Background: an optimization exercise with open tools, aiming at a short achievable clock period and few clock cycles. Do not read the settings as production practice.
In this exercise RTL edits were held to simulation tests only and were not proved equivalent to the original.
Power is estimated from default activity; no workload was simulated.

==> v16: inputs <==
// lc4_core
module lc4_core
   (input  wire        clk,
    input  wire        rst,
    output wire [15:0] o_cur_pc,
    input  wire [15:0] i_cur_insn,
    output wire [15:0] o_dmem_addr,
    input  wire [15:0] i_cur_dmem_data,
    output wire        o_dmem_we,
    output wire [15:0] o_dmem_towrite,
    output wire [1:0]  test_stall,
    output wire [15:0] test_cur_pc,
    output wire [15:0] test_cur_insn,
    output wire        test_regfile_we,
    output wire [2:0]  test_regfile_wsel,
    output wire [15:0] test_regfile_data,
    output wire        test_nzp_we,
    output wire [2:0]  test_nzp_new_bits,
    output wire        test_dmem_we,
    output wire [15:0] test_dmem_addr,
    output wire [15:0] test_dmem_data
    );
   function [2:0] nzp_of(input [15:0] v);
      nzp_of = v[15] ? 3'b100 : ((v == 16'd0) ? 3'b010 : 3'b001);
   endfunction
   reg        rst_q;
   reg [15:0] pc_f;
   reg [15:0] ir_raw, pc_raw;
   reg        v_raw;
   reg [15:0] pnext_raw;
   reg        phit_raw;
   reg [1:0]  pctr_raw;
   reg        sel_skid;
   reg [15:0] skid_insn, skid_pc, skid_pnext;
   reg        skid_v, skid_phit;
   reg [1:0]  skid_pctr;
   localparam BL = 4;
   localparam BN = 1 << BL;
   reg [15:0] btb_tgt [0:BN-1];
  ...
Settings: LEC_CHECK=0, CAP_MARGIN=20, CORE_MARGIN=2, CORE_UTILIZATION=40, SLEW_MARGIN=20; clock period 40.0 ns.
standard.sh (not shown) runs the stock make flow with config.mk's settings and CLKGATE_MAP_FILE= SYNTH_SCRIPT=/design/flow/synth_recipe.tcl, a recipe that flattens the netlist after the stock synthesis.
==> flow/flow/run.sh <==
#!/bin/bash
set -euo pipefail
bash standard.sh SETUP_SLACK_MARGIN=30.8 SKIP_GATE_CLONING=1 MATCH_CELL_FOOTPRINT=0 finish > flow_make.log 2>&1
==> v30 (differences from v16) <==
--- a/flow/design.v
+++ b/flow/design.v
@@ -611,34 +611,31 @@
    reg [1:0]    u_ctr;
    reg [15:0] ras0, ras1;
    reg        x_v;
    reg [15:0] x_insn, x_pc, x_a, x_b;
    reg        x_byp_a, x_byp_b;
    reg [2:0]  x_dst;
    reg        x_we, x_nzpw, x_ld, x_st, x_mul, x_div, x_mod;
    reg [15:0] x_addr, x_sdata;
-   reg        x_defer, x_phit;
-   reg [1:0]  x_pctr;
-   reg [15:0] x_pnext, x_tgt;
    reg        mem_we;
    reg        w_v;
-   reg [15:0] w_pc, w_insn, w_val, w_addr, w_sdata;
+   reg [15:0] w_pc, w_insn, w_res, w_ld, w_addr, w_sdata;
    reg [2:0]  w_dst;
    reg        w_we, w_nzpw, w_isld, w_isst;
    reg        t_v;
    reg [15:0] t_pc, t_insn, t_data, t_daddr, t_ddata;
    reg        t_we, t_nzpw, t_dwe;
    reg [2:0]  t_wsel, t_nzp;
    reg [15:0] rf0, rf1, rf2, rf3, rf4, rf5, rf6, rf7;
    reg [2:0]  nzp_r;
    reg        div_busy;
    reg [3:0]  div_cnt;
    reg [15:0] div_rem, div_dq;
-   reg [16:0] div_b3;
+   wire [15:0] w_val = w_isld ? w_ld : w_res;
    wire [2:0]  w_nzp = nzp_of(w_val);
    wire [15:0] insn_d = sel_skid ? skid_insn : ir_raw;
    wire [15:0] pc_d   = sel_skid ? skid_pc   : pc_raw;
    wire        v_d    = sel_skid ? skid_v    : v_raw;
    wire [15:0] pnext_d = sel_skid ? skid_pnext : pnext_raw;
    wire        phit_d  = sel_skid ? skid_phit  : phit_raw;
    wire [1:0]  pctr_d  = sel_skid ? skid_pctr  : pctr_raw;
    wire [3:0] op_d = insn_d[15:12];
@@ -690,59 +687,57 @@
    wire [15:0] b_for_x = rt_w ? w_val : rf_rt;
    wire [15:0] rsv_d = rs_x ? x_res_fast : a_for_x;
    wire [15:0] rtv_d = rt_x ? x_res_fast : b_for_x;
    wire x_nzp_src = x_v & x_nzpw;
    wire [2:0] nzp_d = x_nzp_src ? nzp_of(x_res_fast) :
                       ((w_v & w_nzpw) ? w_nzp : nzp_r);
    wire need_rs_d = d_ldr | d_str | d_jsrr | d_jmpr | d_rti;
    wire use_nzp_d = d_br & (insn_d[11:9] != 3'b000);
-   wire defer_d = use_nzp_d & x_nzp_src & x_ld;
    wire haz_d = (need_rs_d & rs_x & ~x_fast) |
                 (d_str & rt_x & ~x_fast) |
-                (use_nzp_d & x_nzp_src & ~x_fast & ~x_ld);
+                (use_nzp_d & x_nzp_src & ~x_fast);
    wire x_stall;
-   wire x_mis;    
    wire stall_d = v_d & (haz_d | x_stall);
-   wire adv_d   = v_d & ~stall_d & ~x_mis;
+   wire adv_d   = v_d & ~stall_d;
    wire [15:0] pc1_d = pc_d + 16'd1;
    wire [15:0] br_tgt  = pc1_d + {{7{insn_d[8]}}, insn_d[8:0]};
    wire [15:0] jmp_tgt = pc1_d + {{5{insn_d[10]}}, insn_d[10:0]};
    wire [15:0] jsr_tgt = {pc_d[15], insn_d[10:0], 4'b0000};
    wire [15:0] trap_tgt = {8'h80, insn_d[7:0]};
    wire br_taken = d_br & ((insn_d[11:9] & nzp_d) != 3'b000);
    wire [15:0] target_d = d_br ? br_tgt :
                           d_jmp ? jmp_tgt :
                           d_jsr ? jsr_tgt :
                           d_trap ? trap_tgt : rsv_d;
    wire jump_d  = d_jsrx | d_rti | d_jmpx | d_trap;
    wire taken_d = br_taken | jump_d;
    wire ctrl_d  = use_nzp_d | jump_d;
    wire ret_d   = (d_jmpr & (insn_d[8:6] == 3'd7)) | d_rti;
    wire mis_t = (pnext_d != target_d);
    wire mis_n = (pnext_d != pc1_d);
-   wire redirect = adv_d & ~defer_d & (taken_d ? mis_t : mis_n);
+   wire redirect = adv_d & (taken_d ? mis_t : mis_n);
    wire [15:0] npc_d = taken_d ? target_d : pc1_d;
    reg  [BL-1:0] idx_f;    
    function [BL-1:0] hash(input [15:0] p);
       hash = p[BL-1:0] ^ p[2*BL-1:BL];
    endfunction
    wire [BL-1:0] tag_f = pc_f[2*BL-1:BL];
    wire [15:0]   e_tgt = btb_tgt[idx_f];
    wire [BL-1:0] e_tag = btb_tag[idx_f];
    wire [1:0]    e_ctr = btb_ctr[idx_f];
    wire          e_ret = btb_ret[idx_f];
    wire hit_f = btb_val[idx_f] & (e_tag == tag_f);
    wire ptaken_f = hit_f & (e_ret | e_ctr[1]);
    wire [15:0] pc1_f = pc_f + 16'd1;
    wire [15:0] pred_f = ptaken_f ? (e_ret ? ras0 : e_tgt) : pc1_f;
    wire [BL-1:0] idx_d = pc_d[BL-1:0] ^ pc_d[2*BL-1:BL];
    wire [BL-1:0] tag_d = pc_d[2*BL-1:BL];
-   wire btb_wr  = adv_d & ctrl_d & ~defer_d & taken_d;
-   wire btb_cwr = adv_d & ctrl_d & ~defer_d & (taken_d | phit_d);
+   wire btb_wr  = adv_d & ctrl_d & taken_d;
+   wire btb_cwr = adv_d & ctrl_d & (taken_d | phit_d);
    wire [1:0] ctr_new = taken_d ? (phit_d ? (pctr_d == 2'b11 ? 2'b11 : pctr_d + 2'd1) : 2'b10)
                                 : (pctr_d == 2'b00 ? 2'b00 : pctr_d - 2'd1);
    wire btb_inv = adv_d & ~ctrl_d & phit_d;
    wire [15:0] addr_d = rsv_d + {{10{insn_d[5]}}, insn_d[5:0]};
    wire [15:0] A = x_byp_a ? w_val : x_a;
    wire [15:0] B = x_byp_b ? w_val : x_b;
    wire [3:0]  op_x = x_insn[15:12];
    wire [15:0] imm5 = {{11{x_insn[4]}}, x_insn[4:0]};
@@ -777,22 +772,16 @@
    always @(*) begin
       case (x_insn[5:4])
         2'b00: shift_r = A << sh;
         2'b01: shift_r = $signed(A) >>> sh;
         default: shift_r = A >> sh;
       endcase
    end
    wire [15:0] pc1_x = x_pc + 16'd1;
-   wire x_taken = (x_insn[11:9] & w_nzp) != 3'b000;
-   wire x_dres  = x_v & x_defer;
-   assign x_mis = x_dres & (x_taken ? (x_pnext != x_tgt) : (x_pnext != pc1_x));
-   wire [15:0] x_npc = x_taken ? x_tgt : pc1_x;
-   wire [1:0] x_ctr_new = x_taken ? (x_phit ? (x_pctr == 2'b11 ? 2'b11 : x_pctr + 2'd1) : 2'b10)
-                                  : (x_pctr == 2'b00 ? 2'b00 : x_pctr - 2'd1);
    reg [15:0] fast_r;
    always @(*) begin
       case (op_x)
         4'd1:  fast_r = arith_r;
         4'd2:  fast_r = cmp_r;
         4'd5:  fast_r = logic_r;
         4'd9:  fast_r = {{7{x_insn[8]}}, x_insn[8:0]};
         4'd10: fast_r = shift_r;
@@ -808,87 +797,64 @@
    wire        ge1 = (A >= B);
    wire [15:0] q_fast = div_zero ? 16'd0 : {15'd0, ge1};
    wire [15:0] r_fast = div_zero ? 16'd0 : (ge1 ? (A - B) : A);
    wire lt12 = ({4'd0, A[15:4]} < B);
    wire lt8  = ({8'd0, A[15:8]} < B);
    wire lt4  = ({12'd0, A[15:12]} < B);
    wire [15:0] init_rem = lt12 ? {4'd0, A[15:4]} : lt8 ? {8'd0, A[15:8]} : lt4 ? {12'd0, A[15:12]} : 16'd0;
    wire [15:0] init_dq  = lt12 ? {A[3:0], 12'd0} : lt8 ? {A[7:0], 8'd0} : lt4 ? {A[11:0], 4'd0} : A;
-   wire [3:0]  init_cnt = lt12 ? 4'd1 : lt8 ? 4'd2 : lt4 ? 4'd3 : 4'd4;
-   wire [17:0] bx1 = {2'b00, B};
-   wire [17:0] bx2 = {1'b0, B, 1'b0};
-   wire [17:0] bx3 = {1'b0, div_b3};
-   wire [17:0] u1 = {div_rem, div_dq[15:14]};
-   wire [18:0] u1m1 = {1'b0, u1} - {1'b0, bx1};
-   wire [18:0] u1m2 = {1'b0, u1} - {1'b0, bx2};
-   wire [18:0] u1m3 = {1'b0, u1} - {1'b0, bx3};
-   wire [1:0]  q1 = ~u1m3[18] ? 2'd3 : ~u1m2[18] ? 2'd2 : ~u1m1[18] ? 2'd1 : 2'd0;
-   wire [15:0] rem1 = ~u1m3[18] ? u1m3[15:0] : ~u1m2[18] ? u1m2[15:0] : ~u1m1[18] ? u1m1[15:0] : u1[15:0];
-   wire [15:0] dq1 = {div_dq[13:0], q1};
-   wire [17:0] u2 = {rem1, dq1[15:14]};
-   wire [18:0] u2m1 = {1'b0, u2} - {1'b0, bx1};
-   wire [18:0] u2m2 = {1'b0, u2} - {1'b0, bx2};
-   wire [18:0] u2m3 = {1'b0, u2} - {1'b0, bx3};
-   wire [1:0]  q2 = ~u2m3[18] ? 2'd3 : ~u2m2[18] ? 2'd2 : ~u2m1[18] ? 2'd1 : 2'd0;
-   wire [15:0] rem2 = ~u2m3[18] ? u2m3[15:0] : ~u2m2[18] ? u2m2[15:0] : ~u2m1[18] ? u2m1[15:0] : u2[15:0];
-   wire [15:0] dq2 = {dq1[13:0], q2};
+   wire [3:0]  init_cnt = lt12 ? 4'd2 : lt8 ? 4'd4 : lt4 ? 4'd6 : 4'd8;
+   wire [16:0] t1 = {div_rem, div_dq[15]};
+   wire        b1 = (t1 >= {1'b0, B});
+   wire [15:0] rem1 = b1 ? (t1[15:0] - B) : t1[15:0];
+   wire [15:0] dq1 = {div_dq[14:0], b1};
+   wire [16:0] t2 = {rem1, dq1[15]};
+   wire        b2 = (t2 >= {1'b0, B});
+   wire [15:0] rem2 = b2 ? (t2[15:0] - B) : t2[15:0];
+   wire [15:0] dq2 = {dq1[14:0], b2};
    wire x_dm = x_div | x_mod;
    wire div_last = div_busy & (div_cnt == 4'd1);
    assign x_stall = x_v & x_dm & ~div_fast & ~div_last;
    wire [15:0] q_val = div_fast ? q_fast : dq2;
    wire [15:0] r_val = div_fast ? r_fast : rem2;
    wire [15:0] x_result = x_mul ? prod : (x_div ? q_val : (x_mod ? r_val : fast_r));
    always @(posedge clk) begin
       rst_q <= rst;
       if (rst_q) begin
          pc_f  <= 16'h8200;
          idx_f <= hash(16'h8200);
-      end else if (x_mis) begin
-         pc_f  <= x_npc;
-         idx_f <= hash(x_npc);
       end else if (redirect) begin
          pc_f  <= npc_d;
          idx_f <= hash(npc_d);
       end else if (!stall_d) begin
          pc_f  <= pred_f;
          idx_f <= hash(pred_f);
       end
       ir_raw    <= i_cur_insn;
       pc_raw    <= pc_f;
-      v_raw     <= ~rst_q & ~redirect & ~x_mis;
+      v_raw     <= ~rst_q & ~redirect;
       pnext_raw <= pred_f;
       phit_raw  <= hit_f;
       pctr_raw  <= e_ctr;
       skid_insn  <= insn_d;
       skid_pc    <= pc_d;
       skid_v     <= v_d;
       skid_pnext <= pnext_d;
       skid_phit  <= phit_d;
       skid_pctr  <= pctr_d;
-      sel_skid   <= ~rst_q & stall_d & ~x_mis;
-      if (x_dres) begin
-         u_wr  <= x_taken;
-         u_cwr <= x_taken | x_phit;
-         u_inv <= 1'b0;
-         u_idx <= x_pc[BL-1:0] ^ x_pc[2*BL-1:BL];
-         u_tag <= x_pc[2*BL-1:BL];
-         u_tgt <= x_tgt;
-         u_ctr <= x_ctr_new;
-         u_ret <= 1'b0;
-      end else begin
-         u_wr  <= btb_wr;
-         u_cwr <= btb_cwr;
-         u_inv <= btb_inv;
-         u_idx <= idx_d;
-         u_tag <= tag_d;
-         u_tgt <= target_d;
-         u_ctr <= ctr_new;
-         u_ret <= ret_d;
-      end
+      sel_skid   <= ~rst_q & stall_d;
+      u_wr  <= btb_wr;
+      u_cwr <= btb_cwr;
+      u_inv <= btb_inv;
+      u_idx <= idx_d;
+      u_tag <= tag_d;
+      u_tgt <= target_d;
+      u_ctr <= ctr_new;
+      u_ret <= ret_d;
       if (u_wr) begin
          btb_tgt[u_idx] <= u_tgt;
          btb_tag[u_idx] <= u_tag;
       end
       if (u_cwr)
          btb_ctr[u_idx] <= u_ctr;
       if (u_wr)
          btb_ret[u_idx] <= u_ret;
@@ -924,21 +890,16 @@
          x_dst   <= dst_d;
          x_we    <= we_d;
          x_nzpw  <= nzpw_d;
          x_ld    <= d_ldr;
          x_st    <= d_str;
          x_mul   <= d_mul;
          x_div   <= d_div;
          x_mod   <= d_mod;
-         x_defer <= defer_d;
-         x_phit  <= phit_d;
-         x_pctr  <= pctr_d;
-         x_pnext <= pnext_d;
-         x_tgt   <= br_tgt;
       end else begin
          x_a <= A;
          x_b <= B;
          x_byp_a <= 1'b0;
          x_byp_b <= 1'b0;
       end
       if (rst_q | ~x_stall) begin
          div_busy <= 1'b0;
@@ -948,22 +909,22 @@
       if (div_busy) begin
          div_cnt <= div_cnt - 4'd1;
          div_rem <= rem2;
          div_dq  <= dq2;
       end else begin
          div_cnt <= init_cnt;
          div_rem <= init_rem;
          div_dq  <= init_dq;
-         div_b3  <= {1'b0, B} + {B, 1'b0};
       end
       w_v    <= ~rst_q & x_v & ~x_stall;
       w_pc   <= x_pc;
       w_insn <= x_insn;
-      w_val  <= x_ld ? i_cur_dmem_data : x_result;
+      w_res  <= x_result;
+      w_ld   <= i_cur_dmem_data;
       w_dst  <= x_dst;
       w_we   <= x_we;
       w_nzpw <= x_nzpw;
       w_isld <= x_ld;
       w_isst <= x_st;
       w_addr <= x_addr;
       w_sdata <= x_sdata;
       if (rst_q) begin
@@ -984,17 +945,17 @@
       t_insn  <= w_insn;
       t_we    <= w_we;
       t_wsel  <= w_dst;
       t_data  <= w_we ? w_val : 16'd0;
       t_nzpw  <= w_nzpw;
       t_nzp   <= w_nzp;
       t_dwe   <= w_isst;
       t_daddr <= (w_isld | w_isst) ? w_addr : 16'd0;
-      t_ddata <= w_isst ? w_sdata : (w_isld ? w_val : 16'd0);
+      t_ddata <= w_isst ? w_sdata : (w_isld ? w_ld : 16'd0);
    end
    assign o_cur_pc       = pc_f;
    assign o_dmem_addr    = x_addr;
    assign o_dmem_we      = mem_we;
    assign o_dmem_towrite = x_sdata;
    assign test_stall        = {1'b0, ~t_v};
    assign test_cur_pc       = t_pc;
    assign test_cur_insn     = t_insn;
==> notes.md <==
Status: v16 complete, no violations; v30 complete, no violations
Multiplexer share of the synthesized area: v16 0.107; v30 0.107
Cell type contributing the most total cell area after synthesis: v16 sky130_fd_sc_hd__edfxtp_1; v30 sky130_fd_sc_hd__dfxtp_1
Highest clock rate: v16 107 MHz; v30 108 MHz
Clock net power: v16 1.09 mW; v30 1.08 mW
Average wire per standard cell: v16 27.1 um; v30 28.5 um
Post-route cell area: v16 70,500 sq um; v30 63,900 sq um
Termination of the worst setup path: v16 o_cur_pc[4]; v30 o_cur_pc[11]
Rel. slew slack: v16 0.145; v30 0.163
Number of standard cells in the final layout excluding fillers: v16 8,542; v30 7,570
Worst Clk Skew: v16 98.4 ps; v30 72.1 ps
Proportion of power drawn by flip-flops and latches: v16 0.327; v30 0.372
Delay of the slowest cell on the worst path: v16 420 ps; v30 370 ps
Adder and majority cell fraction of the synthesized area: v16 0.0992; v30 0.0885
Internal cell power: v16 2.49 mW; v30 2.19 mW
Met2 Track Usage GR: v16 0.428; v30 0.450
Antenna cells: v16 12; v30 10
Shortest period the worst path allows: v16 9340 ps; v30 9250 ps
Count of different cell masters after synthesis: v16 108; v30 96
Total power: v16 4.07 mW; v30 3.39 mW
Clock network contribution to total cell area: v16 0.0555; v30 0.0600
R2r endpoint: v16 pc_f[6]$_SDFFE_PP0N_; v30 pc_f[3]$_SDFFE_PP0N_
Multi-In Gates: v16 4,461; v30 3,788
Testbench counts of v16, summed over its fixed seeds: cycles 53,495.
Testbench counts of v30, summed over its fixed seeds: cycles 54,397.

-- separate check: timing with driven ports --
The results above use ideal ports. As a check the final layouts listed here were re-extracted and re-timed, cells and wires unchanged. Step 1 (the two cells are an assumption about what drives the block):
set clk [get_ports {clk}]
set_driving_cell -lib_cell sky130_fd_sc_hd__clkbuf_16 $clk
set_driving_cell -lib_cell sky130_fd_sc_hd__buf_2 [delete_from_list [all_inputs] $clk]
Step 2 also shifts input and output timing later by t, the mid clock arrival at the registers, as if the neighbouring blocks saw the same clock. a / b / c = no drivers / after step 1 / after step 2; a / b = the first two.
run | t (ns) | setup slack, ns | cell pins on the clock port's net
v16 | 0.844 | 30.659 / 30.574 / 30.654 | 1
v30 | 0.825 | 30.754 / 30.673 / 31.062 | 1
After both steps setup and hold are still met in every run listed. The setup slack of v16, which loses most, moves by -0.085 ns with the drivers and by -0.005 ns with both steps.
